This design comes from an exercise in tuning for small area on the open sky130 flow, not from production work. Only simulation tests tie the RTL to the original design; equivalence was not proved. No activity file was given, so power comes from the tool's default toggle rates.

### flow/config.mk
export PLATFORM = sky130hd
export DESIGN_NAME = top
export DESIGN_NICKNAME = top
export VERILOG_FILES = /design/flow/design.v
export SDC_FILE = /design/flow/constraint.sdc
export NUM_CORES = 4
export LEC_CHECK = 0
export CAP_MARGIN = 20
export CORE_MARGIN = 2
export CORE_UTILIZATION = 40
export SLEW_MARGIN = 20
### flow/constraint.sdc
create_clock -name core_clock -period 10.0 [get_ports {clk}]
set_input_delay 2.0000 -clock core_clock [delete_from_list [all_inputs] [get_ports {clk}]]
set_output_delay 2.0000 -clock core_clock [all_outputs]
set_load 0.01 [all_outputs]
### flow/design.v
`timescale 1ns / 1ps
module seven_segment(
    input [3:0] sayac,
    output reg [6:0] segment
    );
    always@ (sayac) begin
        case (sayac)        
            4'd0: segment <= ~7'b0111111;
            4'd1: segment <= ~7'b0000110;
            4'd2: segment <= ~7'b1011011;
            4'd3: segment <= ~7'b1001111;
            4'd4: segment <= ~7'b1100110;
            4'd5: segment <= ~7'b1101101;
            4'd6: segment <= ~7'b1111101;
            4'd7: segment <= ~7'b0000111;
            4'd8: segment <= ~7'b1111111;
            4'd9: segment <= ~7'b1101111;               
            default segment <= ~7'b0000000;
        endcase
    end
endmodule
`timescale 1ns / 1ps
module bcd_incrementor(
input clk,
input rst,
input incr_i,
input rst_i,
output reg [3:0] birler_o, onlar_o
    );
    parameter [3:0] birler_lim = 4'd9, onlar_lim = 4'd9;
    always@ (posedge clk) begin
        if (incr_i == 1'b1) begin
            if (birler_o == birler_lim) begin
                if (onlar_o == onlar_lim) begin
                    birler_o <= 4'b0;
                    onlar_o <= 4'b0;
                end
                else begin
                    birler_o <= 4'b0;
                    onlar_o <= onlar_o + 4'b1;
                end
            end
            else begin
                birler_o <= birler_o + 1'b1; 
            end    
        end
        if (rst_i == 1'b1 || rst == 1'b1) begin
            birler_o <= 4'b0;
            onlar_o <= 4'b0;
        end
    end    
endmodule
`timescale 1ns / 1ps
module debouncer(
input clk,
input rst,
input signal_i,
output reg signal_o
    );
    parameter clock_freq = 100000000,
              debounce_time = 1000,
              initial_value = 1'b0;
    localparam timerlim = clock_freq / debounce_time;
		localparam s_initial = 3'b000,
				   s_zero = 3'b001,
				   s_zero_to_one = 3'b010,
				   s_one = 3'b011,
				   s_one_to_zero = 3'b100;				   
		reg [2:0] state;
    reg [16:0] timer;
	reg timer_en, timer_tick;
    always@ (posedge clk) begin
        case (state)
            s_initial: begin
                if (initial_value == 1'b0)
                    state = s_zero;
                else
                    state = s_one;
            end
            s_zero: begin
                signal_o <= 1'b0;
                if (signal_i == 1'b1)
                    state <= s_zero_to_one;
            end
            s_zero_to_one: begin
                signal_o <= 1'b0;
                timer_en <= 1'b1;
                if (timer_tick == 1'b1) begin
                    state <= s_one;
                    timer_en <= 1'b0;
                end
                if (signal_i == 1'b0) begin
                    state <= s_zero;
                    timer_en <= 1'b0;
                end
            end
            s_one: begin
                signal_o <= 1'b1;
                if (signal_i == 1'b0)
                    state <= s_one_to_zero;
            end
            s_one_to_zero: begin
                signal_o <= 1'b1;
                timer_en <= 1'b1;
                if (timer_tick == 1'b1) begin
                    state <= s_zero;
                    timer_en <= 1'b0;
                end
                if (signal_i == 1'b1) begin
                    state <= s_one;
                    timer_en <= 1'b0;
                end
            end
        endcase
        if (timer_en == 1'b1) begin
            if (timer == (timerlim - 1)) begin
                timer_tick <= 1'b1;
                timer <= 17'b0;
            end    
            else begin
                timer_tick <= 1'b0;
                timer <= timer + 17'b1;
            end
        end       
        else begin
            timer <= 17'b0;
            timer_tick <= 1'b0;
        end    
        if (rst == 1'b1) begin
            state <= s_initial;
            signal_o <= initial_value;
            timer <= 17'b0;
            timer_en <= 1'b0;
            timer_tick <= 1'b0;
        end
    end 
endmodule
`timescale 1ns / 1ps
module top(
input clk,
input rst,
input reset_i,
input start_i,
output reg [6:0] seven_seg_o,
output [3:0] anodes_o
    );
    localparam clock_freq = 100000,
               c_saliselim = clock_freq / 100,
               c_saliseCount_lim = 100,
               c_saniyeCount_lim = 60,
			   debounce_time = 1000,
			   initial_value = 1'b0;
    localparam [31:0] c_timerlim_1ms = clock_freq / 1000;
    reg [31:0] timer_1ms;
    reg [19:0] saliseTimer;
    reg [6:0] saliseCount;
    reg [5:0] saniyeCount;	
    wire start_deb, reset_deb;
    debouncer #(.clock_freq(clock_freq), .debounce_time(debounce_time), .initial_value(initial_value)) start_debouncer(.clk(clk), .rst(rst), .signal_i(start_i), .signal_o(start_deb));
    debouncer #(.clock_freq(clock_freq), .debounce_time(debounce_time), .initial_value(initial_value)) reset_debouncer(.clk(clk), .rst(rst), .signal_i(reset_i), .signal_o(reset_deb));
    reg increment_salise, increment_saniye;
    wire [3:0] birler_salise, onlar_salise, birler_saniye, onlar_saniye; 
    bcd_incrementor #(.birler_lim(4'd9), .onlar_lim(4'd9)) salise_incr(clk, rst, increment_salise, reset_deb, birler_salise, onlar_salise);
    bcd_incrementor #(.birler_lim(4'd9), .onlar_lim(4'd5)) saniye_incr(clk, rst, increment_saniye, reset_deb, birler_saniye, onlar_saniye);
    wire [6:0] salise_birler_7seg, salise_onlar_7seg;
    wire [6:0] saniye_birler_7seg, saniye_onlar_7seg;
    reg [3:0] anodes;
    seven_segment display_salise_birler(birler_salise, salise_birler_7seg);
    seven_segment display_salise_onlar(onlar_salise, salise_onlar_7seg);
    seven_segment display_saniye_birler(birler_saniye, saniye_birler_7seg);
    seven_segment display_saniye_onlar(onlar_saniye, saniye_onlar_7seg);
    reg start_deb_prev, run_en;
    always@ (posedge clk) begin
        start_deb_prev <= start_deb;
        if (start_deb == 1'b1 && start_deb_prev == 1'b0) begin
            run_en = ~run_en;
        end
        increment_salise <= 1'b0;
        increment_saniye <= 1'b0;
        if (run_en == 1'b1) begin
            if (saliseTimer == c_saliselim - 1'b1) begin
                increment_salise <= 1'b1;
                saliseTimer <= 20'b0;
                if (saliseCount == c_saliseCount_lim - 1'b1) begin
                    saliseCount <= 7'b0;
                    increment_saniye <= 1'b1;
                    if (saniyeCount == c_saniyeCount_lim - 1'b1) begin
                        saniyeCount <= 1'b0;
                    end
                    else begin
                        saniyeCount <= saniyeCount + 1'b1;
                    end
                end
                else begin
                    saliseCount <= saliseCount + 1'b1;
                end
            end
            else begin
                saliseTimer <= saliseTimer + 20'b1;
            end
        end
        if (reset_deb == 1'b1) begin
            saliseTimer <= 20'b0;
            saliseCount <= 7'b0;
            saniyeCount <= 6'b0;
        end
        if (rst == 1'b1) begin
            start_deb_prev <= 1'b0;
            run_en = 1'b0;
            increment_salise <= 1'b0;
            increment_saniye <= 1'b0;
            saliseTimer <= 20'b0;
            saliseCount <= 7'b0;
            saniyeCount <= 6'b0;
        end
    end
    always@ (posedge clk) begin
        if (rst == 1'b1) begin
		  seven_seg_o <= ~7'b0000000;
		end
        else if (anodes[0] == 1'b0) begin
		  seven_seg_o <= salise_birler_7seg;
		end
	    else if (anodes[1] == 1'b0) begin
		  seven_seg_o <= salise_onlar_7seg;
		end
	    else if (anodes[2] == 1'b0) begin
		  seven_seg_o <= saniye_birler_7seg;
		end
	    else if (anodes[3] == 1'b0) begin	
		  seven_seg_o <= saniye_onlar_7seg;
		end	    	
	    else begin
		  seven_seg_o	<= ~7'b0000000;
	    end
    end
    always@ (posedge clk) begin
        if (rst == 1'b1) begin
            timer_1ms <= 32'b0;
            anodes <= 4'b1110;
        end
        else if (timer_1ms == c_timerlim_1ms - 32'b1) begin
            timer_1ms <= 32'b0;
            anodes <= (anodes << 1) | (anodes >> 3);
        end
        else begin
            timer_1ms <= timer_1ms + 32'b1;
        end
    end
    assign anodes_o = anodes;
endmodule
### flow/run.sh
#!/bin/bash
# synth_recipe.tcl (not shown) runs the flow's synth.tcl, then flattens the netlist and writes it again
# the make line also repeats each setting of config.mk as NAME=value (left out here)
make -C /OpenROAD-flow-scripts/flow DESIGN_CONFIG=/design/flow/config.mk WORK_HOME=/design/flow/orfs CLKGATE_MAP_FILE= SYNTH_SCRIPT=/design/flow/synth_recipe.tcl finish
==> run summary, run 1 <==
# TYPE chip_impl_metric gauge
chip_impl_info{name="outcome",value="complete, no violations"} 1
chip_impl_info{name="holdCritPathClass",value="reg2reg"} 1
chip_impl_metric{name="final.setup.tns",unit="ns"} 0
chip_impl_metric{name="synth-edff-count",unit=""} 0
chip_impl_metric{name="remaining_drc_errors",unit=""} 0
chip_impl_metric{name="syn_nets",unit=""} 901
chip_impl_metric{name="pin_slew_with_the_least_headroom_to_its_limit",unit="ns"} 0.802
chip_impl_metric{name="cts.sink_count",unit=""} 164
chip_impl_info{name="commonest_non_fill_non_tap_cell_in_the_layout",value="sky130_fd_sc_hd__dfxtp_1"} 1
chip_impl_metric{name="grt_antenna_before_repair",unit=""} 0
chip_impl_metric{name="timing.max_cap.violations",unit=""} 0
chip_impl_metric{name="synth_sequential_area_ratio",unit="%"} 43.1
chip_impl_metric{name="layout_worst_path_cycle_share",unit="%"} 41.2
chip_impl_metric{name="critical-path-max-stage-delay",unit="ns"} 0.57
chip_impl_info{name="cts_tree",value="yes"} 1
chip_impl_metric{name="crit_fanout",unit=""} 32
chip_impl_metric{name="firstDrtPassIters",unit=""} 4
chip_impl_metric{name="power_switching_share",unit="%"} 22.8
chip_impl_metric{name="stdcell_count",unit=""} 1122
chip_impl_metric{name="layout-area-overhead-vs-synth",unit="%"} 11.9
chip_impl_metric{name="worst_skew_pair.late_latency",unit="ns"} 0.43
chip_impl_metric{name="finClkSkew",unit="ns"} 0.00867
chip_impl_metric{name="cts-hold-fix-buffers",unit=""} 0
chip_impl_metric{name="average_cell_area_after_synthesis",unit="um2"} 8.82
chip_impl_metric{name="grt_overflow_total",unit=""} 0
chip_impl_metric{name="antennaDiodeCount",unit=""} 0
chip_impl_metric{name="setup_viol",unit=""} 0
chip_impl_metric{name="finalWeightedCongestion",unit=""} 0.778
chip_impl_metric{name="power.static_leakage",unit="nW"} 3.10
chip_impl_metric{name="fin_total_pwr",unit="mW"} 1.33
chip_impl_metric{name="placement.setup.worst_slack",unit="ns"} 5.42
chip_impl_metric{name="core",unit="um2"} 18700
chip_impl_metric{name="synth-warning-count",unit=""} 5
chip_impl_metric{name="drt.antenna.violating_nets",unit=""} 0
chip_impl_metric{name="finalMaxSlewViolations",unit=""} 0
chip_impl_metric{name="layout.nets",unit=""} 912
chip_impl_metric{name="setup_ws",unit="ns"} 5.88
chip_impl_metric{name="required",unit="ns"} 10.28
chip_impl_info{name="synth_top_flop_cell",value="sky130_fd_sc_hd__dfxtp_1"} 1
chip_impl_info{name="setup.worst_path.class",value="in2reg"} 1
chip_impl_metric{name="post_route_cells_drive_above_1_share",unit="%"} 6.53
chip_impl_info{name="crit_chain",value="clkdlybuf4s50_1 > buf_4 > nor2_1 > buf_4 > nand3_1 > nor3_1 > a21oi_1"} 1
chip_impl_metric{name="post-cts-setup-buffers",unit=""} 0
chip_impl_metric{name="drtIter0Drc",unit=""} 298
chip_impl_metric{name="cts_buffers",unit=""} 17
chip_impl_info{name="layout.cells.most_common_list",value="164 x sky130_fd_sc_hd__dfxtp_1, 117 x sky130_fd_sc_hd__nor2_1, 50 x sky130_fd_sc_hd__nand2_1, 50 x sky130_fd_sc_hd__a21oi_1, 49 x sky130_fd_sc_hd__nand3_1"} 1
chip_impl_metric{name="powerDensity",unit="nW/um2"} 156
chip_impl_metric{name="cts.path.max_buffers",unit=""} 2
chip_impl_metric{name="dpl-instance-area",unit="um2"} 7950
chip_impl_metric{name="io_buf_count",unit=""} 14
chip_impl_metric{name="number_of_top_level_pins",unit=""} 15
chip_impl_metric{name="rows",unit=""} 50
chip_impl_info{name="crit_slowest_cell",value="sky130_fd_sc_hd__nor2_1"} 1
chip_impl_metric{name="final.fill_count",unit=""} 1790
chip_impl_metric{name="track_usage",unit="%"} 15.4
chip_impl_metric{name="cp_data_arrival_time",unit="ns"} 4.41
chip_impl_metric{name="via_count_of_the_first_global_routing_pass",unit=""} 5389
chip_impl_metric{name="met2_wirelength",unit="mm"} 6.52
chip_impl_metric{name="synth_cells",unit=""} 864
chip_impl_metric{name="post_cts_resize_count",unit=""} 0
chip_impl_metric{name="number_of_storage_elements_in_the_synthesis_netlist",unit=""} 164
chip_impl_metric{name="wl_per_cell",unit="um"} 13.0
chip_impl_metric{name="wl",unit="mm"} 14.6
chip_impl_metric{name="route.met3.wl",unit="um"} 350
chip_impl_metric{name="floorplan.die_area",unit="um2"} 20200
chip_impl_metric{name="timing.slew.headroom",unit="%"} 46.3
chip_impl_metric{name="worst_setup_hold_path_clk_slew",unit="ns"} 0.06
chip_impl_metric{name="synthArstFlopShare",unit="%"} 0
chip_impl_metric{name="seq_power_share",unit="%"} 49.8
chip_impl_metric{name="cts.htree.levels",unit=""} 4
chip_impl_metric{name="post_synth_num_cell_types",unit=""} 64
chip_impl_metric{name="place.detailed.instances",unit=""} 1090
chip_impl_metric{name="timing.final.hold_violations",unit=""} 0
chip_impl_info{name="top_layer_used",value="met4"} 1
chip_impl_metric{name="power_frac_comb",unit="%"} 2.5
chip_impl_info{name="grt_setup_unrepaired",value="false"} 1
chip_impl_metric{name="floorplan.die.height",unit="um"} 142
chip_impl_metric{name="peakVddDrop",unit="mV"} 0.118
chip_impl_metric{name="pin_count_of_the_biggest_net_entering_global_routing",unit=""} 33
chip_impl_info{name="cts-root-buf",value="sky130_fd_sc_hd__clkbuf_16"} 1
chip_impl_info{name="element_type_at_the_critical_path_start",value="input pin"} 1
chip_impl_metric{name="floorplan.initialDensity",unit="%"} 40.7
chip_impl_metric{name="dpl.hpwl",unit="mm"} 9.80
chip_impl_metric{name="routed_via_density",unit=""} 5.15
chip_impl_metric{name="netlist_area",unit="um2"} 7620
chip_impl_info{name="setup.worst_path.end_class",value="flop"} 1
chip_impl_metric{name="finish.instance_area",unit="um2"} 8530
chip_impl_metric{name="via_count",unit=""} 5781
chip_impl_metric{name="min_period",unit="ns"} 4.12
chip_impl_info{name="crit_path_frequent_cell",value="sky130_fd_sc_hd__buf_4"} 1
chip_impl_metric{name="power.clock.fraction",unit="%"} 47.7
chip_impl_metric{name="p_int",unit="mW"} 1.03
chip_impl_metric{name="first_pass_grt_wire_length",unit="mm"} 25.4
chip_impl_metric{name="switching_pwr",unit="uW"} 304
chip_impl_metric{name="wirelength_met1",unit="mm"} 7.46
chip_impl_metric{name="dieWidth",unit="um"} 142
chip_impl_metric{name="highest_clock_rate",unit="MHz"} 242
==> sequential cells by signal (all words and copies together) (netlist names), 3 cells and up <==
signal	cells
seven_seg_o	7
salise_onlar_7seg	7
saniye_incr.birler_o	4
salise_incr.onlar_o	4
saliseCount	7
saniye_birler_7seg	7
saniye_onlar_7seg	7
salise_birler_7seg	7
anodes	4
start_debouncer.state	3
timer_1ms	32
saniye_incr.onlar_o	4
reset_debouncer.timer	17
salise_incr.birler_o	4
saliseTimer	20
reset_debouncer.state	3
start_debouncer.timer	17
==> synthesized netlist by cell type, types with 3 or more instances <==
master / instances / area share (%)
sky130_fd_sc_hd__mux2i_1: 13 / 1.7
sky130_fd_sc_hd__inv_1: 31 / 1.5
sky130_fd_sc_hd__xor2_1: 48 / 5.5
sky130_fd_sc_hd__nand3b_1: 6 / 0.59
sky130_fd_sc_hd__nor3_1: 17 / 1.1
sky130_fd_sc_hd__nor4_1: 21 / 1.7
sky130_fd_sc_hd__nand4b_1: 3 / 0.34
sky130_fd_sc_hd__nand3_1: 49 / 3.2
sky130_fd_sc_hd__nand2b_1: 19 / 1.6
sky130_fd_sc_hd__a21oi_1: 50 / 3.3
sky130_fd_sc_hd__nor3b_1: 5 / 0.49
sky130_fd_sc_hd__nand2_1: 50 / 2.5
sky130_fd_sc_hd__nor2b_1: 13 / 1.1
sky130_fd_sc_hd__and4_1: 4 / 0.46
sky130_fd_sc_hd__a211oi_1: 3 / 0.30
sky130_fd_sc_hd__o31ai_1: 3 / 0.30
sky130_fd_sc_hd__clkbuf_1: 14 / 0.69
sky130_fd_sc_hd__xnor2_1: 32 / 3.7
sky130_fd_sc_hd__nand4_1: 23 / 1.9
sky130_fd_sc_hd__nor4b_1: 4 / 0.46
sky130_fd_sc_hd__nor2_1: 117 / 5.8
sky130_fd_sc_hd__ha_1: 33 / 5.4
sky130_fd_sc_hd__a211o_1: 3 / 0.34
sky130_fd_sc_hd__o221ai_1: 7 / 0.80
sky130_fd_sc_hd__nor3_2: 3 / 0.39
sky130_fd_sc_hd__and3b_1: 4 / 0.46
sky130_fd_sc_hd__o21a_1: 6 / 0.59
sky130_fd_sc_hd__a22oi_1: 5 / 0.49
sky130_fd_sc_hd__or3_1: 11 / 0.90
sky130_fd_sc_hd__buf_2: 7 / 0.46
sky130_fd_sc_hd__and2_1: 3 / 0.25
sky130_fd_sc_hd__or4_1: 5 / 0.49
sky130_fd_sc_hd__and3_1: 10 / 0.82
sky130_fd_sc_hd__o21ai_0: 40 / 2.6
sky130_fd_sc_hd__dfxtp_1: 164 / 43
==> power by group through the flow <==
| stage | clock (mW) | combinational, mW | sequential [mW] |
|---|---|---|---|
| after global routing | 0.684 | 0.0381 | 0.666 |
| after CTS | 0.656 | 0.0339 | 0.665 |
| after floorplan | 0 | 0.0240 | 0.678 |
| final | 0.636 | 0.0332 | 0.665 |
| after detailed placement | 0 | 0.0337 | 0.680 |
| after global placement | 0 | 0.0336 | 0.680 |
==> layout make-up <==
cell class	instances	area [um2]	area share, %
repair buffers	17	163	1.91
clock inverters	13	125	1.47
well taps	234	293	3.43
clock buffers	19	453	5.31
inverters	33	124	1.45
multi-input cells	642	4090	47.9
flip-flops and latches	164	3280	38.5
==> metal layers <==
metal | vias up | GRT usage (%)
li1 | 3040 | -
met1 | 2669 | 20.9
met2 | 54 | 24.1
met3 | 18 | 3.23
met4 | 0 | 5.89
met5 | - | 0
==> final timing paths <==
| kind | startpoint | cells after the start | slack (ns) | endpoint |
|---|---|---|---|---|
| setup reg to reg | saniye_incr.birler_o[0] | 8 | 7.45 | saniye_onlar_7seg[3] |
| setup / recovery | rst | 7 | 5.88 | saniye_birler_7seg[6] |
| hold / removal | reset_debouncer.timer[0] | 1 | 0.46 | reset_debouncer.timer[0] |
| hold reg to reg | reset_debouncer.timer[0] | 1 | 0.46 | reset_debouncer.timer[0] |
==> critical path, delay by kind of cell <==
family          cells  cell delay, ns
compound gates      1            0.10
buf+inv             3            0.90
simple gates        3            1.41
==> cells by family after synthesis <==
logic type               Yosys count  synth area share (%)
AND/OR/NAND/NOR                  379                  26.0
flip-flops                       164                  43.1
AO/OA/AOI/OAI                    134                  10.8
XOR/XNOR                          81                  9.41
buffers and inverters             58                  3.25
adder cells (fa/ha/maj)           33                  5.42
multiplexers                      15                  2.00
==> per-stage QoR <==
stage	utilization (%)	hold slack [ns]
after detailed placement	42.5	0.450
after global routing	45.6	0.479
after global placement	42.5	0.445
after CTS	45.6	0.465
final	45.6	0.459
after floorplan	-	0.425
==> inputs of run 2 (changes only) <==
==> flow/design.v (replaced) <==
`timescale 1ns / 1ps
module seven_segment(
    input [3:0] sayac,
    output reg [6:0] segment
    );
    always @(*) begin
        case (sayac)
            4'd0: segment = ~7'b0111111;
            4'd1: segment = ~7'b0000110;
            4'd2: segment = ~7'b1011011;
            4'd3: segment = ~7'b1001111;
            4'd4: segment = ~7'b1100110;
            4'd5: segment = ~7'b1101101;
            4'd6: segment = ~7'b1111101;
            4'd7: segment = ~7'b0000111;
            4'd8: segment = ~7'b1111111;
            4'd9: segment = ~7'b1101111;
            default segment = 7'bxxxxxxx;
        endcase
    end
endmodule
`timescale 1ns / 1ps
module bcd_incrementor(
input clk,
input rst,
input incr_i,
input rst_i,
output reg [3:0] h1, h10, s1,
output reg [2:0] s10
    );
    always @(posedge clk) begin
        if (rst || rst_i) begin
            h1 <= 4'd0; h10 <= 4'd0; s1 <= 4'd0; s10 <= 3'd0;
        end else if (incr_i) begin
            if (h1 != 4'd9) h1 <= h1 + 4'd1;
            else begin
                h1 <= 4'd0;
                if (h10 != 4'd9) h10 <= h10 + 4'd1;
                else begin
                    h10 <= 4'd0;
                    if (s1 != 4'd9) s1 <= s1 + 4'd1;
                    else begin
                        s1 <= 4'd0;
                        s10 <= (s10 == 3'd5) ? 3'd0 : s10 + 3'd1;
                    end
                end
            end
        end
    end
endmodule
`timescale 1ns / 1ps
module debouncer #(parameter AGE2 = 1) (
input clk,
input rst,
input signal_i,
output reg lvl,
output init,
output a1,
output a2
    );
    localparam [6:0] C_LAST = 7'd101, C_ST = 7'd127, C_INIT = 7'd126,
                     C_A1 = 7'd125, C_A2S = 7'd124, C_A2T = 7'd123;
    reg [6:0] cnt;
    assign init = (cnt == C_INIT);
    assign a1 = (cnt == C_A1);
    assign a2 = AGE2 && (cnt == C_A2S || cnt == C_A2T);
    wire same = (signal_i == lvl);
    always @(posedge clk) begin
        if (rst) begin
            cnt <= C_INIT;
            lvl <= 1'b0;
        end else begin
            case (cnt)
                C_INIT: cnt <= C_ST;
                C_ST, C_A2S: cnt <= same ? C_ST : 7'd0;
                C_A1: cnt <= same ? (AGE2 ? C_A2S : C_ST) : (AGE2 ? C_A2T : 7'd0);
                C_A2T: cnt <= same ? C_ST : 7'd1;
                default: begin
                    if (same) cnt <= C_ST;
                    else if (cnt == C_LAST) begin
                        cnt <= C_A1;
                        lvl <= ~lvl;
                    end else cnt <= cnt + 7'd1;
                end
            endcase
        end
    end
endmodule
`timescale 1ns / 1ps
module top(
input clk,
input rst,
input reset_i,
input start_i,
output [6:0] seven_seg_o,
output [3:0] anodes_o
    );
    wire s_lvl, s_init, s_a1, r_lvl, r_a1, r_a2;
    debouncer #(.AGE2(0)) start_debouncer(.clk(clk), .rst(rst), .signal_i(start_i),
        .lvl(s_lvl), .init(s_init), .a1(s_a1), .a2());
    debouncer #(.AGE2(1)) reset_debouncer(.clk(clk), .rst(rst), .signal_i(reset_i),
        .lvl(r_lvl), .init(), .a1(r_a1), .a2(r_a2));
    wire clr   = r_lvl ^ r_a1;            
    wire clr_d = r_lvl ^ (r_a1 | r_a2);   
    reg run, inc, inc_d;
    reg [9:0] pre;
    always @(posedge clk) begin
        if (rst) begin
            run <= 1'b0; inc <= 1'b0; inc_d <= 1'b0; pre <= 10'd0;
        end else begin
            run <= run ^ (s_a1 & s_lvl);
            inc <= run && pre == 10'd999;
            inc_d <= inc;
            if (clr) pre <= 10'd0;
            else if (run) pre <= (pre == 10'd999) ? 10'd0 : pre + 10'd1;
        end
    end
    wire [3:0] h1, h10, s1;
    wire [2:0] s10;
    bcd_incrementor digits(.clk(clk), .rst(rst), .incr_i(inc_d), .rst_i(clr_d),
        .h1(h1), .h10(h10), .s1(s1), .s10(s10));
    reg [6:0] tm;
    reg [1:0] k;
    always @(posedge clk) begin
        if (rst) begin
            tm <= 7'd0; k <= 2'd0;
        end else if (tm == 7'd99) begin
            tm <= 7'd0; k <= k + 2'd1;
        end else tm <= tm + 7'd1;
    end
    assign anodes_o = ~(4'b0001 << k);
    wire [1:0] kp = k - {1'b0, (tm == 7'd0) & ~s_init};
    reg [3:0] dig;
    always @(*) begin
        case (kp)
            2'd0: dig = h1;
            2'd1: dig = h10;
            2'd2: dig = s1;
            default: dig = {1'b0, s10};
        endcase
    end
    wire [6:0] seg;
    seven_segment dec(.sayac(dig), .segment(seg));
    assign seven_seg_o = s_init ? 7'h7F : seg;
endmodule
==> run 2 against run 1 <==
Power shrank 45%; still clean; die area shrank 59%; critical path type is now reg2out; largest cell class unchanged; via count fell by 59%; final area is 60% lower.
==> run summary, run 2 <==
# TYPE chip_impl_metric gauge
chip_impl_metric{name="syn_nets",unit=""} 385
chip_impl_metric{name="power.static_leakage",unit="nW"} 1.33
chip_impl_metric{name="stdcell_count",unit=""} 471
chip_impl_metric{name="finClkSkew",unit="ns"} 0.0116
chip_impl_metric{name="critical-path-max-stage-delay",unit="ns"} 0.65
chip_impl_metric{name="cp_num_buf_inv",unit=""} 2
chip_impl_metric{name="power.clock.fraction",unit="%"} 20.5
chip_impl_metric{name="synth-warning-count",unit=""} 5
chip_impl_metric{name="rows",unit=""} 31
chip_impl_info{name="grt_setup_unrepaired",value="false"} 1
chip_impl_info{name="cts_tree",value="yes"} 1
chip_impl_metric{name="setup_ws",unit="ns"} 3.99
chip_impl_metric{name="cts_buffers",unit=""} 5
chip_impl_metric{name="number_of_storage_elements_in_the_synthesis_netlist",unit=""} 53
chip_impl_info{name="synth_top_cells_by_area",value="sky130_fd_sc_hd__dfxtp_1 35%, sky130_fd_sc_hd__ha_1 8.6%, sky130_fd_sc_hd__xnor2_1 6.6%"} 1
chip_impl_metric{name="synthArstFlopShare",unit="%"} 0
chip_impl_metric{name="routed_via_density",unit=""} 5.09
chip_impl_metric{name="via_count_of_the_first_global_routing_pass",unit=""} 2155
chip_impl_metric{name="netlist_area",unit="um2"} 3050
chip_impl_metric{name="min_period",unit="ns"} 6.01
chip_impl_info{name="layout.cells.most_common_list",value="53 x sky130_fd_sc_hd__dfxtp_1, 51 x sky130_fd_sc_hd__nor2_1, 23 x sky130_fd_sc_hd__inv_1, 23 x sky130_fd_sc_hd__nand2_1, 23 x sky130_fd_sc_hd__xnor2_1"} 1
chip_impl_metric{name="synth-edff-count",unit=""} 0
chip_impl_metric{name="post_cts_resize_count",unit=""} 0
chip_impl_metric{name="floorplan.initialDensity",unit="%"} 41.6
chip_impl_metric{name="timing.final.hold_violations",unit=""} 0
chip_impl_metric{name="pin_slew_with_the_least_headroom_to_its_limit",unit="ns"} 0.709
chip_impl_metric{name="finalMaxSlewViolations",unit=""} 0
chip_impl_metric{name="grt_overflow_total",unit=""} 0
chip_impl_metric{name="placement.setup.worst_slack",unit="ns"} 4.30
chip_impl_info{name="element_type_at_the_critical_path_start",value="flop"} 1
chip_impl_metric{name="core",unit="um2"} 7330
chip_impl_info{name="top_register",value="pre"} 1
chip_impl_info{name="ys_top_cells_by_count",value="53 x sky130_fd_sc_hd__dfxtp_1, 51 x sky130_fd_sc_hd__nor2_1, 23 x sky130_fd_sc_hd__inv_1, 23 x sky130_fd_sc_hd__nand2_1, 23 x sky130_fd_sc_hd__xnor2_1"} 1
chip_impl_info{name="crit_slowest_cell",value="sky130_fd_sc_hd__mux4_1"} 1
chip_impl_metric{name="finalWeightedCongestion",unit=""} 0.779
chip_impl_metric{name="dieWidth",unit="um"} 91.3
chip_impl_metric{name="place.detailed.instances",unit=""} 463
chip_impl_metric{name="average_cell_area_after_synthesis",unit="um2"} 8.47
chip_impl_metric{name="seq_power_share",unit="%"} 35.2
chip_impl_metric{name="layout_worst_path_cycle_share",unit="%"} 60.1
chip_impl_metric{name="drtIter0Drc",unit=""} 111
chip_impl_metric{name="layout-area-overhead-vs-synth",unit="%"} 11.2
chip_impl_metric{name="timing.slew.headroom",unit="%"} 52.6
chip_impl_metric{name="pin_count_of_the_biggest_net_entering_global_routing",unit=""} 18
chip_impl_metric{name="required",unit="ns"} 8.00
chip_impl_metric{name="cts-hold-fix-buffers",unit=""} 0
chip_impl_metric{name="p_int",unit="uW"} 469
chip_impl_info{name="setup.worst_path.class",value="reg2out"} 1
chip_impl_metric{name="layout.nets",unit=""} 396
chip_impl_metric{name="wl",unit="mm"} 5.48
chip_impl_metric{name="firstDrtPassIters",unit=""} 4
chip_impl_metric{name="timing.max_cap.violations",unit=""} 0
chip_impl_metric{name="final.setup.tns",unit="ns"} 0
chip_impl_metric{name="post_route_cells_drive_above_1_share",unit="%"} 4.84
chip_impl_metric{name="highest_clock_rate",unit="MHz"} 166
chip_impl_info{name="synth_largest_area_cell",value="sky130_fd_sc_hd__dfxtp_1"} 1
chip_impl_metric{name="remaining_drc_errors",unit=""} 0
chip_impl_metric{name="grt_antenna_before_repair",unit=""} 0
chip_impl_metric{name="final_util",unit="%"} 46.2
chip_impl_metric{name="io_buf_count",unit=""} 14
chip_impl_metric{name="floorplan.die.height",unit="um"} 91.3
chip_impl_info{name="crit_chain",value="and4_1 > nand3_1 > and4_1 > ha_1 > xor2_2 > mux4_1 > inv_1 > ha_1 > nand2_1 > o21ai_0 > o21ai_0 > clkdlybuf4s50_1"} 1
chip_impl_metric{name="via_count",unit=""} 2399
chip_impl_metric{name="cp_data_arrival_time",unit="ns"} 4.01
chip_impl_metric{name="wl_per_cell",unit="um"} 11.6
chip_impl_info{name="top_cell_family_by_delay_on_the_critical_path",value="simple AND/OR/NAND/NOR gates"} 1
chip_impl_metric{name="synth_cells",unit=""} 360
chip_impl_metric{name="post-cts-setup-buffers",unit=""} 0
chip_impl_metric{name="crit_fanout",unit=""} 9
chip_impl_metric{name="worst_skew_pair.late_latency",unit="ns"} 0.31
chip_impl_metric{name="switching_pwr",unit="uW"} 265
chip_impl_info{name="synth_top_flop_cell",value="sky130_fd_sc_hd__dfxtp_1"} 1
chip_impl_metric{name="antennaDiodeCount",unit=""} 0
chip_impl_metric{name="power_frac_comb",unit="%"} 44.3
chip_impl_info{name="cts-root-buf",value="sky130_fd_sc_hd__clkbuf_8"} 1
chip_impl_info{name="commonest_non_fill_non_tap_cell_in_the_layout",value="sky130_fd_sc_hd__dfxtp_1"} 1
chip_impl_metric{name="floorplan.die_area",unit="um2"} 8340
chip_impl_metric{name="setup_slack_of_the_most_critical_reg_to_reg_path",unit="ns"} 8.06
chip_impl_info{name="setup.worst_path.end_class",value="primary output"} 1
chip_impl_metric{name="dpl.hpwl",unit="mm"} 4.10
chip_impl_metric{name="number_of_top_level_pins",unit=""} 15
chip_impl_metric{name="drt.antenna.violating_nets",unit=""} 0
chip_impl_metric{name="cts.htree.levels",unit=""} 2
chip_impl_metric{name="worst_setup_hold_path_clk_slew",unit="ns"} 0.10
chip_impl_metric{name="cts.sink_count",unit=""} 53
chip_impl_metric{name="yosys.area.top_type_share",unit="%"} 34.8
chip_impl_metric{name="cts.path.max_buffers",unit=""} 2
chip_impl_metric{name="peakVddDrop",unit="mV"} 0.119
chip_impl_info{name="synthMostInstantiatedCell",value="sky130_fd_sc_hd__dfxtp_1"} 1
chip_impl_info{name="holdCritPathClass",value="reg2reg"} 1
chip_impl_metric{name="power_switching_share",unit="%"} 36.1
chip_impl_info{name="outcome",value="complete, no violations"} 1
chip_impl_metric{name="powerDensity",unit="nW/um2"} 217
chip_impl_metric{name="post_synth_num_cell_types",unit=""} 51
chip_impl_metric{name="setup_viol",unit=""} 0
chip_impl_metric{name="largest_register_ffs",unit=""} 10
chip_impl_metric{name="first_pass_grt_wire_length",unit="mm"} 9.69
chip_impl_metric{name="track_usage",unit="%"} 13.9
chip_impl_metric{name="synth_sequential_area_ratio",unit="%"} 34.8
==> run 2: logic make-up after synthesis <==
family	share of synthesized area, %
simple gates	24.9
compound gates	12.7
xor+xnor	10.6
buf+inv	4.27
flops	34.8
fa+ha+maj	8.62
mux	4.10
==> run 2: power by group through the flow <==
stage	clock network, mW	registers, mW	logic (mW)
finish	0.151	0.259	0.325
floorplan	0	0.253	0.241
detailed placement	0	0.263	0.326
global placement	0	0.262	0.324
CTS	0.158	0.258	0.327
global route	0.166	0.263	0.363
==> run 2: final timing paths <==
kind,from,endpoint,depth (start not counted)
max,start_debouncer.cnt[3],seven_seg_o[3],12
min reg2reg,inc,inc_d,1
max reg2reg,reset_debouncer.cnt[1],digits.h1[2],5
min,inc,inc_d,1
==> run 2: area by class of cell <==
type / instances / area (um2)
Sequential cell: 53 / 1060
Multi-Input combinational cell: 274 / 1860
Clock inverter: 2 / 37.5
Inverter: 23 / 86.3
Tap cell: 99 / 124
Clock buffer: 6 / 82.6
Fill cell: 724 / 3940
Timing Repair Buffer: 14 / 140
==> run 2: worst register-to-register path, stage by stage, from the launching register on <==
cell,delay (ns)
sky130_fd_sc_hd__dfxtp_1,0.41
sky130_fd_sc_hd__ha_1,0.32
sky130_fd_sc_hd__nand3_2,0.20
sky130_fd_sc_hd__and4_1,0.25
sky130_fd_sc_hd__o21ai_2,0.51
sky130_fd_sc_hd__nor2_1,0.11
==> run 2: through the flow <==
step	cell area, um2	hold WS, ns	power [mW]
5_1_grt	3390	0.483	0.792
6_report	3390	0.464	0.735
3_3_place_gp	3270	0.431	0.586
4_1_cts	3390	0.473	0.744
3_5_place_dp	3270	0.434	0.589
2_1_floorplan	3050	0.414	0.493
==> run 2: layer usage <==
metal | wire length [um] | share of wire [%] | GRT usage (%) | vias up
li1 | - | - | - | 1263
met1 | 2790 | 51 | 18.3 | 1099
met2 | 2450 | 45 | 22.5 | 29
met3 | 160 | 2.9 | 2.74 | 8
met4 | 80 | 1.5 | 5.18 | 0
met5 | 0 | 0 | 0 | -
==> inputs of run 3 (changes only) <==
==> flow/design.v (replaced) <==
`timescale 1ns / 1ps
module seven_segment(
    input [3:0] sayac,
    output reg [6:0] segment
    );
    always @(*) begin
        case (sayac)
            4'd0: segment = ~7'b0111111;
            4'd1: segment = ~7'b0000110;
            4'd2: segment = ~7'b1011011;
            4'd3: segment = ~7'b1001111;
            4'd4: segment = ~7'b1100110;
            4'd5: segment = ~7'b1101101;
            4'd6: segment = ~7'b1111101;
            4'd7: segment = ~7'b0000111;
            4'd8: segment = ~7'b1111111;
            4'd9: segment = ~7'b1101111;
            default segment = ~7'b0000000;
        endcase
    end
endmodule
`timescale 1ns / 1ps
module bcd_incrementor(
input clk,
input rst,
input incr_i,
input rst_i,
output reg [3:0] h1, h10, s1,
output reg [2:0] s10
    );
    always @(posedge clk) begin
        if (rst || rst_i) begin
            h1 <= 4'd0; h10 <= 4'd0; s1 <= 4'd0; s10 <= 3'd0;
        end else if (incr_i) begin
            if (h1 != 4'd9) h1 <= h1 + 4'd1;
            else begin
                h1 <= 4'd0;
                if (h10 != 4'd9) h10 <= h10 + 4'd1;
                else begin
                    h10 <= 4'd0;
                    if (s1 != 4'd9) s1 <= s1 + 4'd1;
                    else begin
                        s1 <= 4'd0;
                        s10 <= (s10 == 3'd5) ? 3'd0 : s10 + 3'd1;
                    end
                end
            end
        end
    end
endmodule
`timescale 1ns / 1ps
module debouncer(
input clk,
input rst,
input signal_i,
output reg signal_o,
output a1
    );
    localparam [6:0] C_INIT = 7'b1100100, C_ST = 7'b1001000;
    reg [6:0] cnt;
    assign a1 = ~(cnt[6] | cnt[4] | cnt[2] | cnt[1] | cnt[0]);
    wire same = ~(signal_i ^ signal_o ^ a1);
    wire [6:0] nxt = {cnt[5:0], cnt[6] ^ cnt[5] ^ a1};
    always @(posedge clk) begin
        if (rst) begin
            cnt <= C_INIT;
            signal_o <= 1'b0;
        end else begin
            cnt <= same ? C_ST : nxt;
            signal_o <= signal_o ^ a1;
        end
    end
endmodule
`timescale 1ns / 1ps
module top(
input clk,
input rst,
input reset_i,
input start_i,
output [6:0] seven_seg_o,
output [3:0] anodes_o
    );
    wire start_deb, start_a1, reset_deb;
    debouncer start_debouncer(.clk(clk), .rst(rst), .signal_i(start_i), .signal_o(start_deb), .a1(start_a1));
    debouncer reset_debouncer(.clk(clk), .rst(rst), .signal_i(reset_i), .signal_o(reset_deb), .a1());
    reg run;
    always @(posedge clk)
        if (rst) run <= 1'b0;
        else run <= run ^ (start_a1 & ~start_deb);
    localparam [9:0] P0 = 10'b0000111000;
    reg [9:0] pre;
    wire tick = ~pre[0] & ~pre[1] & ~pre[2] & pre[3] & pre[4] & pre[5] & ~pre[6] & ~pre[7] & ~pre[8] & pre[9];
    always @(posedge clk)
        if (rst || reset_deb || (tick && !run)) pre <= P0;
        else if (run) pre <= {pre[8:0], pre[9] ^ pre[6] ^ tick};
    wire [3:0] h1, h10, s1;
    wire [2:0] s10;
    bcd_incrementor digits(.clk(clk), .rst(rst), .incr_i(tick), .rst_i(reset_deb),
        .h1(h1), .h10(h10), .s1(s1), .s10(s10));
    localparam [6:0] Q0 = 7'b1100011;
    reg [6:0] tm;
    reg [1:0] k;
    wire wrap = tm[0] & ~tm[1] & ~tm[2] & ~tm[3] & tm[4] & tm[5];
    always @(posedge clk)
        if (rst) begin
            tm <= Q0; k <= 2'd0;
        end else begin
            tm <= {tm[5:0], tm[6] ^ tm[5] ^ wrap};
            k <= k + {1'b0, wrap};
        end
    assign anodes_o = ~(4'b0001 << k);
    reg [3:0] dig;
    always @(posedge clk)
        if (rst) dig <= 4'd15;
        else case (k)
            2'd0: dig <= h1;
            2'd1: dig <= h10;
            2'd2: dig <= s1;
            default: dig <= {1'b0, s10};
        endcase
    seven_segment dec(.sayac(dig), .segment(seven_seg_o));
endmodule
--- a/flow/config.mk
+++ b/flow/config.mk
@@ -9,3 +9,4 @@
 export CORE_MARGIN = 2
 export CORE_UTILIZATION = 40
+export CTS_BUF_LIST = sky130_fd_sc_hd__clkbuf_4
 export SLEW_MARGIN = 20
==> run 3 against run 2 <==
Register-to-register slack got worse by 0.27 ns; still clean; worst hold slack got worse by 0.030 ns; sequential power decreased by 5%; count of clock-buffer cells in the layout grew 3.
==> run summary, run 3 <==
# TYPE chip_impl_metric gauge
chip_impl_info{name="outcome",value="complete, no violations"} 1
chip_impl_info{name="synth_top_flop_cell",value="sky130_fd_sc_hd__dfxtp_1"} 1
chip_impl_metric{name="cts.path.max_buffers",unit=""} 2
chip_impl_metric{name="layout-area-overhead-vs-synth",unit="%"} 11.5
chip_impl_info{name="crit_chain",value="clkdlybuf4s50_1 > clkinv_1 > o221ai_2 > mux2_2 > a22oi_1"} 1
chip_impl_metric{name="highest_clock_rate",unit="MHz"} 253
chip_impl_metric{name="syn_nets",unit=""} 287
chip_impl_metric{name="layout_worst_path_cycle_share",unit="%"} 39.6
chip_impl_info{name="setup.worst_path.class",value="in2reg"} 1
chip_impl_metric{name="peakVddDrop",unit="mV"} 0.0950
chip_impl_metric{name="grt_overflow_total",unit=""} 0
chip_impl_metric{name="core",unit="um2"} 6310
chip_impl_info{name="ys_top_cells_by_count",value="58 x sky130_fd_sc_hd__dfxtp_1, 21 x sky130_fd_sc_hd__nor2_1, 19 x sky130_fd_sc_hd__nand2_1"} 1
chip_impl_metric{name="worst_setup_hold_path_clk_slew",unit="ns"} 0.10
chip_impl_metric{name="powerDensity",unit="nW/um2"} 145
chip_impl_metric{name="antennaDiodeCount",unit=""} 0
chip_impl_metric{name="worst_skew_pair.late_latency",unit="ns"} 0.41
chip_impl_metric{name="power.static_leakage",unit="nW"} 1.05
chip_impl_metric{name="wl",unit="mm"} 4.69
chip_impl_info{name="commonest_non_fill_non_tap_cell_in_the_layout",value="sky130_fd_sc_hd__dfxtp_1"} 1
chip_impl_metric{name="post-cts-setup-buffers",unit=""} 0
chip_impl_metric{name="wl_per_cell",unit="um"} 12.6
chip_impl_info{name="setup.worst_path.end_class",value="flop"} 1
chip_impl_metric{name="final.fill_count",unit=""} 629
chip_impl_metric{name="layout.nets",unit=""} 301
chip_impl_metric{name="post_cts_resize_count",unit=""} 0
chip_impl_metric{name="synth-warning-count",unit=""} 4
chip_impl_metric{name="min_period",unit="ns"} 3.96
chip_impl_metric{name="number_of_top_level_pins",unit=""} 15
chip_impl_metric{name="placement.setup.worst_slack",unit="ns"} 5.59
chip_impl_metric{name="via_count",unit=""} 1918
chip_impl_metric{name="via_count_of_the_first_global_routing_pass",unit=""} 1736
chip_impl_metric{name="area.sequential",unit="um2"} 1160
chip_impl_metric{name="timing.slew.headroom",unit="%"} 46.3
chip_impl_metric{name="pin_count_of_the_biggest_net_entering_global_routing",unit=""} 24
chip_impl_info{name="crit_slowest_cell",value="sky130_fd_sc_hd__clkdlybuf4s50_1"} 1
chip_impl_info{name="cts-root-buf",value="sky130_fd_sc_hd__clkbuf_4"} 1
chip_impl_metric{name="critical-path-max-stage-delay",unit="ns"} 0.99
chip_impl_metric{name="firstDrtPassIters",unit=""} 4
chip_impl_metric{name="rows",unit=""} 29
chip_impl_info{name="grt_setup_unrepaired",value="false"} 1
chip_impl_metric{name="floorplan.die.height",unit="um"} 84.4
chip_impl_metric{name="io_buf_count",unit=""} 14
chip_impl_metric{name="finClkSkew",unit="ns"} 0.0128
chip_impl_metric{name="drt.antenna.violating_nets",unit=""} 0
chip_impl_info{name="cts_tree",value="yes"} 1
chip_impl_metric{name="pin_slew_with_the_least_headroom_to_its_limit",unit="ns"} 0.803
chip_impl_metric{name="average_cell_area_after_synthesis",unit="um2"} 9.36
chip_impl_metric{name="cts.sink_count",unit=""} 58
chip_impl_metric{name="finalMaxSlewViolations",unit=""} 0
chip_impl_metric{name="required",unit="ns"} 10.34
chip_impl_metric{name="globalRouteMet2Util",unit="%"} 21.1
chip_impl_metric{name="setup_ws",unit="ns"} 6.04
chip_impl_metric{name="number_of_storage_elements_in_the_synthesis_netlist",unit=""} 58
chip_impl_info{name="holdCritPathClass",value="reg2reg"} 1
chip_impl_metric{name="cts.htree.levels",unit=""} 3
chip_impl_metric{name="yosys.area.top_type_share",unit="%"} 45.0
chip_impl_metric{name="remaining_drc_errors",unit=""} 0
chip_impl_metric{name="area_taken_by_multi_input_logic_gates",unit="um2"} 1330
chip_impl_metric{name="dpl.hpwl",unit="mm"} 3.24
chip_impl_metric{name="globalRouteMet1Util",unit="%"} 18.9
chip_impl_info{name="element_type_at_the_critical_path_start",value="input pin"} 1
chip_impl_metric{name="timing.max_cap.violations",unit=""} 0
chip_impl_metric{name="dieWidth",unit="um"} 84.4
chip_impl_metric{name="use_met3",unit="%"} 3.93
chip_impl_metric{name="track_usage",unit="%"} 14.4
chip_impl_metric{name="synth_sequential_area_ratio",unit="%"} 45.0
chip_impl_metric{name="cts-hold-fix-buffers",unit=""} 0
chip_impl_metric{name="post_route_cells_drive_above_1_share",unit="%"} 9.49
chip_impl_metric{name="synth-edff-count",unit=""} 0
chip_impl_metric{name="first_pass_grt_wire_length",unit="mm"} 8.01
chip_impl_metric{name="grt_antenna_before_repair",unit=""} 0
chip_impl_metric{name="place.detailed.instances",unit=""} 356
chip_impl_info{name="synth_top_cells_by_area",value="sky130_fd_sc_hd__dfxtp_1 45%, sky130_fd_sc_hd__ha_1 3.4%, sky130_fd_sc_hd__a21oi_1 3.3%"} 1
chip_impl_metric{name="routed_via_density",unit=""} 5.16
chip_impl_metric{name="stdcell_count",unit=""} 372
chip_impl_metric{name="largest_register_ffs",unit=""} 10
chip_impl_metric{name="finalWeightedCongestion",unit=""} 0.738
chip_impl_metric{name="cts_buffers",unit=""} 9
chip_impl_metric{name="drtIter0Drc",unit=""} 149
chip_impl_info{name="top_register",value="pre"} 1
chip_impl_metric{name="setup_viol",unit=""} 0
chip_impl_metric{name="cp_data_arrival_time",unit="ns"} 4.29
chip_impl_info{name="layout.cells.most_common_list",value="58 x sky130_fd_sc_hd__dfxtp_1, 21 x sky130_fd_sc_hd__nor2_1, 19 x sky130_fd_sc_hd__nand2_1"} 1
chip_impl_metric{name="netlist_area",unit="um2"} 2580
chip_impl_metric{name="crit_fanout",unit=""} 23
chip_impl_metric{name="synth_cells",unit=""} 276
chip_impl_info{name="grt.busiest_layer",value="met2"} 1
chip_impl_info{name="synthMostInstantiatedCell",value="sky130_fd_sc_hd__dfxtp_1"} 1
chip_impl_info{name="synth_largest_area_cell",value="sky130_fd_sc_hd__dfxtp_1"} 1
chip_impl_metric{name="final.setup.tns",unit="ns"} 0
chip_impl_metric{name="floorplan.die_area",unit="um2"} 7110
chip_impl_metric{name="timing.final.hold_violations",unit=""} 0
chip_impl_metric{name="floorplan.initialDensity",unit="%"} 40.9
chip_impl_metric{name="synthArstFlopShare",unit="%"} 0
chip_impl_metric{name="post_synth_num_cell_types",unit=""} 47
-- run 3: stage by stage --
step / hold slack, ns / power (mW) / util, % / cell area, um2
after floorplan: 0.405 / 0.279 / - / 2580
after global placement: 0.409 / 0.291 / 44.0 / 2780
after detailed placement: 0.413 / 0.292 / 44.0 / 2780
after CTS: 0.436 / 0.427 / 45.6 / 2880
after global routing: 0.447 / 0.442 / 45.6 / 2880
final: 0.434 / 0.419 / 45.6 / 2880
-- run 3: worst max-delay path: cells and delay by family --
| family | cells | cell delay, ns |
|---|---|---|
| AOI/OAI and AO/OA | 2 | 0.43 |
| buffers and inverters | 2 | 1.44 |
| muxes | 1 | 0.40 |
-- run 3: area by class of cell --
cell class	instances	share of cell area (%)
multi-input cells	195	46.3
inverters	12	1.56
repair buffers	14	4.87
clock inverters	7	1.26
clock buffers	9	2.35
well taps	77	3.34
flip-flops and latches	58	40.3
-- run 3: worst paths after layout --
path / to / slack, ns / depth (start not counted) / start
max: seven_seg_o[4] / 6.04 / 5 / rst
min: start_debouncer.cnt[4] / 0.43 / 1 / start_debouncer.cnt[3]
max reg2reg: seven_seg_o[5] / 7.79 / 6 / k[0]
min reg2reg: start_debouncer.cnt[4] / 0.43 / 1 / start_debouncer.cnt[3]
-- run 3: cell families after synthesis --
family,synth area share (%)
simple gates,26.2
flops,45.0
compound gates,12.1
buf+inv,3.39
xor+xnor,4.26
mux,5.77
fa+ha+maj,3.39
-- run 3: layer usage --
metal	vias up	part of all wire (%)
met5	-	0
met2	27	43
met1	869	51
met4	0	2.4
met3	10	3.7
li1	1012	-
-- run 3: where the power goes --
group          total [mW]  switching (mW)  internal, mW
logic              0.0397          0.0210        0.0187
clock network       0.133          0.0853        0.0475
registers           0.246         0.00563         0.241
==> inputs of run 4 (changes only) <==
--- a/flow/config.mk
+++ b/flow/config.mk
@@ -10,3 +10,5 @@
 export CORE_UTILIZATION = 40
 export CTS_BUF_LIST = sky130_fd_sc_hd__clkbuf_4
+export CTS_CLUSTER_DIAMETER = 100
+export CTS_CLUSTER_SIZE = 30
 export SLEW_MARGIN = 20
==> run 4 against run 3 <==
Core utilization did not move; final area stayed put; synthesized cell count stayed put; clock power barely moved; sequential share of layout area is the same; worst hold slack did not move; critical path type unchanged; via count is the same.
==> run summary, run 4 <==
# TYPE chip_impl_metric gauge
chip_impl_info{name="outcome",value="complete, no violations"} 1
chip_impl_metric{name="required",unit="ns"} 10.34
chip_impl_info{name="holdCritPathClass",value="reg2reg"} 1
chip_impl_metric{name="finalMaxSlewViolations",unit=""} 0
chip_impl_metric{name="final.setup.tns",unit="ns"} 0
chip_impl_metric{name="routed_via_density",unit=""} 5.16
chip_impl_metric{name="powerDensity",unit="nW/um2"} 145
chip_impl_metric{name="firstDrtPassIters",unit=""} 4
chip_impl_metric{name="wl_per_cell",unit="um"} 12.6
chip_impl_info{name="grt_setup_unrepaired",value="false"} 1
chip_impl_metric{name="peakVddDrop",unit="mV"} 0.0950
chip_impl_metric{name="core",unit="um2"} 6310
chip_impl_metric{name="seq_power_share",unit="%"} 58.8
chip_impl_metric{name="grt_antenna_before_repair",unit=""} 0
chip_impl_metric{name="layout-area-overhead-vs-synth",unit="%"} 11.5
chip_impl_info{name="element_type_at_the_critical_path_start",value="input pin"} 1
chip_impl_metric{name="dpl-instance-area",unit="um2"} 2780
chip_impl_metric{name="pin_slew_with_the_least_headroom_to_its_limit",unit="ns"} 0.803
chip_impl_metric{name="power.clock.fraction",unit="%"} 31.7
chip_impl_metric{name="timing.max_cap.violations",unit=""} 0
chip_impl_info{name="synthMostInstantiatedCell",value="sky130_fd_sc_hd__dfxtp_1"} 1
chip_impl_metric{name="area.sequential",unit="um2"} 1160
chip_impl_metric{name="cts_buffers",unit=""} 9
chip_impl_metric{name="power_switching_share",unit="%"} 26.7
chip_impl_metric{name="min_period",unit="ns"} 3.96
chip_impl_info{name="setup.worst_path.class",value="in2reg"} 1
chip_impl_metric{name="synth-edff-count",unit=""} 0
chip_impl_info{name="critPathLaunch",value="rst"} 1
chip_impl_info{name="synth_top_cells_by_area",value="sky130_fd_sc_hd__dfxtp_1 45%, sky130_fd_sc_hd__ha_1 3.4%, sky130_fd_sc_hd__a21oi_1 3.3%"} 1
chip_impl_metric{name="syn_nets",unit=""} 287
chip_impl_metric{name="synthArstFlopShare",unit="%"} 0
chip_impl_info{name="timing.rr.start",value="k[0]"} 1
chip_impl_metric{name="number_of_top_level_pins",unit=""} 15
chip_impl_info{name="synth_top_flop_cell",value="sky130_fd_sc_hd__dfxtp_1"} 1
chip_impl_metric{name="power.static_leakage",unit="nW"} 1.05
chip_impl_metric{name="cp_data_arrival_time",unit="ns"} 4.29
chip_impl_metric{name="area_taken_by_multi_input_logic_gates",unit="um2"} 1330
chip_impl_metric{name="via_count_of_the_first_global_routing_pass",unit=""} 1736
chip_impl_info{name="cts_tree",value="yes"} 1
chip_impl_metric{name="yosys.area.top_type_share",unit="%"} 45.0
chip_impl_metric{name="floorplan.die.height",unit="um"} 84.4
chip_impl_metric{name="synth_sequential_area_ratio",unit="%"} 45.0
chip_impl_info{name="layout.cells.most_common_list",value="58 x sky130_fd_sc_hd__dfxtp_1, 21 x sky130_fd_sc_hd__nor2_1, 19 x sky130_fd_sc_hd__nand2_1"} 1
chip_impl_metric{name="floorplan.initialDensity",unit="%"} 40.9
chip_impl_metric{name="grt_overflow_total",unit=""} 0
chip_impl_metric{name="cts.sink_count",unit=""} 58
chip_impl_info{name="top_cell_family_by_delay_on_the_critical_path",value="buffers and inverters"} 1
chip_impl_metric{name="floorplan.die_area",unit="um2"} 7110
chip_impl_metric{name="netlist_area",unit="um2"} 2580
chip_impl_info{name="cts-root-buf",value="sky130_fd_sc_hd__clkbuf_4"} 1
chip_impl_metric{name="pin_count_of_the_biggest_net_entering_global_routing",unit=""} 24
chip_impl_metric{name="post_cts_resize_count",unit=""} 0
chip_impl_metric{name="timing.slew.headroom",unit="%"} 46.3
chip_impl_metric{name="drt.antenna.violating_nets",unit=""} 0
chip_impl_metric{name="setup_slack_of_the_most_critical_reg_to_reg_path",unit="ns"} 7.79
chip_impl_metric{name="cp_num_buf_inv",unit=""} 2
chip_impl_metric{name="number_of_storage_elements_in_the_synthesis_netlist",unit=""} 58
chip_impl_metric{name="synth_cells",unit=""} 276
chip_impl_info{name="crit_slowest_cell",value="sky130_fd_sc_hd__clkdlybuf4s50_1"} 1
chip_impl_metric{name="first_pass_grt_wire_length",unit="mm"} 8.01
chip_impl_metric{name="timing.final.hold_violations",unit=""} 0
chip_impl_info{name="top_register",value="pre"} 1
chip_impl_metric{name="post_synth_num_cell_types",unit=""} 47
chip_impl_metric{name="cts.htree.levels",unit=""} 3
chip_impl_metric{name="track_usage",unit="%"} 14.4
chip_impl_metric{name="largest_register_ffs",unit=""} 10
chip_impl_metric{name="average_cell_area_after_synthesis",unit="um2"} 9.36
chip_impl_metric{name="crit_fanout",unit=""} 23
chip_impl_metric{name="fin_total_pwr",unit="uW"} 419
chip_impl_metric{name="cts.path.max_buffers",unit=""} 2
chip_impl_metric{name="worst_skew_pair.late_latency",unit="ns"} 0.41
chip_impl_metric{name="critical-path-max-stage-delay",unit="ns"} 0.99
chip_impl_info{name="commonest_non_fill_non_tap_cell_in_the_layout",value="sky130_fd_sc_hd__dfxtp_1"} 1
chip_impl_metric{name="post-cts-setup-buffers",unit=""} 0
chip_impl_metric{name="rows",unit=""} 29
chip_impl_metric{name="dieWidth",unit="um"} 84.4
chip_impl_metric{name="drtIter0Drc",unit=""} 149
chip_impl_metric{name="dpl.hpwl",unit="mm"} 3.24
chip_impl_metric{name="final.fill_count",unit=""} 629
chip_impl_metric{name="synth-warning-count",unit=""} 4
chip_impl_metric{name="post_route_cells_drive_above_1_share",unit="%"} 9.49
chip_impl_metric{name="finalWeightedCongestion",unit=""} 0.738
chip_impl_metric{name="finClkSkew",unit="ns"} 0.0128
chip_impl_metric{name="layout.nets",unit=""} 301
chip_impl_metric{name="io_buf_count",unit=""} 14
chip_impl_metric{name="layout_worst_path_cycle_share",unit="%"} 39.6
chip_impl_metric{name="highest_clock_rate",unit="MHz"} 253
chip_impl_metric{name="worst_setup_hold_path_clk_slew",unit="ns"} 0.10
chip_impl_metric{name="finish.instance_area",unit="um2"} 2880
chip_impl_info{name="setup.worst_path.end_class",value="flop"} 1
chip_impl_info{name="synth_largest_area_cell",value="sky130_fd_sc_hd__dfxtp_1"} 1
chip_impl_metric{name="power_frac_comb",unit="%"} 9.5
chip_impl_metric{name="wl",unit="mm"} 4.69
chip_impl_metric{name="p_int",unit="uW"} 307
chip_impl_metric{name="cts-hold-fix-buffers",unit=""} 0
chip_impl_metric{name="via_count",unit=""} 1918
chip_impl_metric{name="setup_viol",unit=""} 0
chip_impl_info{name="crit_chain",value="clkdlybuf4s50_1 > clkinv_1 > o221ai_2 > mux2_2 > a22oi_1"} 1
chip_impl_metric{name="switching_pwr",unit="uW"} 112
chip_impl_info{name="ys_top_cells_by_count",value="58 x sky130_fd_sc_hd__dfxtp_1, 21 x sky130_fd_sc_hd__nor2_1, 19 x sky130_fd_sc_hd__nand2_1"} 1
chip_impl_metric{name="remaining_drc_errors",unit=""} 0
chip_impl_info{name="hp-start",value="start_debouncer.cnt[3]"} 1
chip_impl_metric{name="antennaDiodeCount",unit=""} 0
==> run 4: cell counts in the layout (fill, tap and decap cells not counted) <==
No cell type changed its count.
==> run 4: cell families (layout without fill, tap and decap cells) <==
logic type	Yosys count	after routing	synth area share, %
AND/OR/NAND/NOR	117	117	26.2
flip-flops	58	58	45.0
buffers and inverters	23	42	3.39
AO/OA/AOI/OAI	49	49	12.1
multiplexers	11	11	5.77
XOR/XNOR	11	11	4.26
adder cells (fa/ha/maj)	7	7	3.39
==> run 4: stage by stage <==
| stage | worst slack, ns | std cells | util [%] | hold WS, ns |
|---|---|---|---|---|
| final | 6.04 | 372 | 45.6 | 0.434 |
| after global routing | 5.86 | 372 | 45.6 | 0.447 |
| after CTS | 6.02 | 372 | 45.6 | 0.436 |
| after detailed placement | 5.59 | 356 | 44.0 | 0.413 |
| after global placement | 5.65 | 356 | 44.0 | 0.409 |
| after floorplan | 6.89 | 276 | - | 0.405 |
==> run 4: per-layer routing <==
layer	share of wire, %	up-vias	track usage (%)
met3	3.7	10	3.93
li1	-	1012	-
met5	0	-	0
met1	51	869	18.9
met4	2.4	0	8.66
met2	43	27	21.1
==> run 4: cell type report <==
| type | count | area share [%] |
|---|---|---|
| Inverter | 12 | 1.56 |
| Sequential cell | 58 | 40.3 |
| Tap cell | 77 | 3.34 |
| Clock buffer | 9 | 2.35 |
| Multi-Input combinational cell | 195 | 46.3 |
| Timing Repair Buffer | 14 | 4.87 |
| Clock inverter | 7 | 1.26 |
==> run 4: final timing paths <==
kind,endpoint,depth (start not counted)
min reg2reg,start_debouncer.cnt[4],1
min,start_debouncer.cnt[4],1
max reg2reg,seven_seg_o[5],6
max,seven_seg_o[4],5
==> run 4: power by group through the flow <==
stage               logic [mW]  registers, mW  clock network [mW]
detailed placement      0.0400          0.252                   0
CTS                     0.0402          0.246               0.140
floorplan               0.0274          0.251                   0
finish                  0.0397          0.246               0.133
global placement        0.0396          0.252                   0
global route            0.0444          0.248               0.150
==> run 4: worst reg2reg max path, stage by stage (launching register included) <==
cell and delay [ns]:
sky130_fd_sc_hd__dfxtp_1 0.58, sky130_fd_sc_hd__mux4_2 0.56, sky130_fd_sc_hd__nor2_1 0.29, sky130_fd_sc_hd__inv_1 0.13
sky130_fd_sc_hd__ha_1 0.21, sky130_fd_sc_hd__nor3_1 0.25, sky130_fd_sc_hd__a21oi_1 0.07

## afterwards: timing with drivers on the ports
No port has a modelled driver above. Below, the same layouts with a new extraction and two added sets of constraints. Step 1: set_driving_cell puts a clkbuf_16 on clk and a buf_2 on each other input, an assumption about the parent block. Step 2 adds t to the input delays and takes it off the output delays; t is the mean of the earliest and latest rising clock arrival at the registers after step 1. Input paths then give back, and output paths get back, about the clock's delay inside the block. Three values: no drivers, after step 1, after step 2; two values: the first two.
run	shift t [ns]	slack for setup (ns)	worst setup path at the end	latest minus earliest clock arrival (ns)
run 1	0.464	5.875 / 5.898 / 5.434	input to register	0.010 / 0.010
run 2	0.331	3.990 / 3.962 / 4.292	register to output	0.012 / 0.011
run 3	0.424	6.045 / 6.043 / 5.619	input to register	0.013 / 0.013
run 4	0.424	6.045 / 6.043 / 5.619	input to register	0.013 / 0.013
After both steps every run listed still meets setup and hold. For run 1, which loses most, drivers alone change the setup slack by +0.023 ns; drivers and shift together by -0.441 ns.
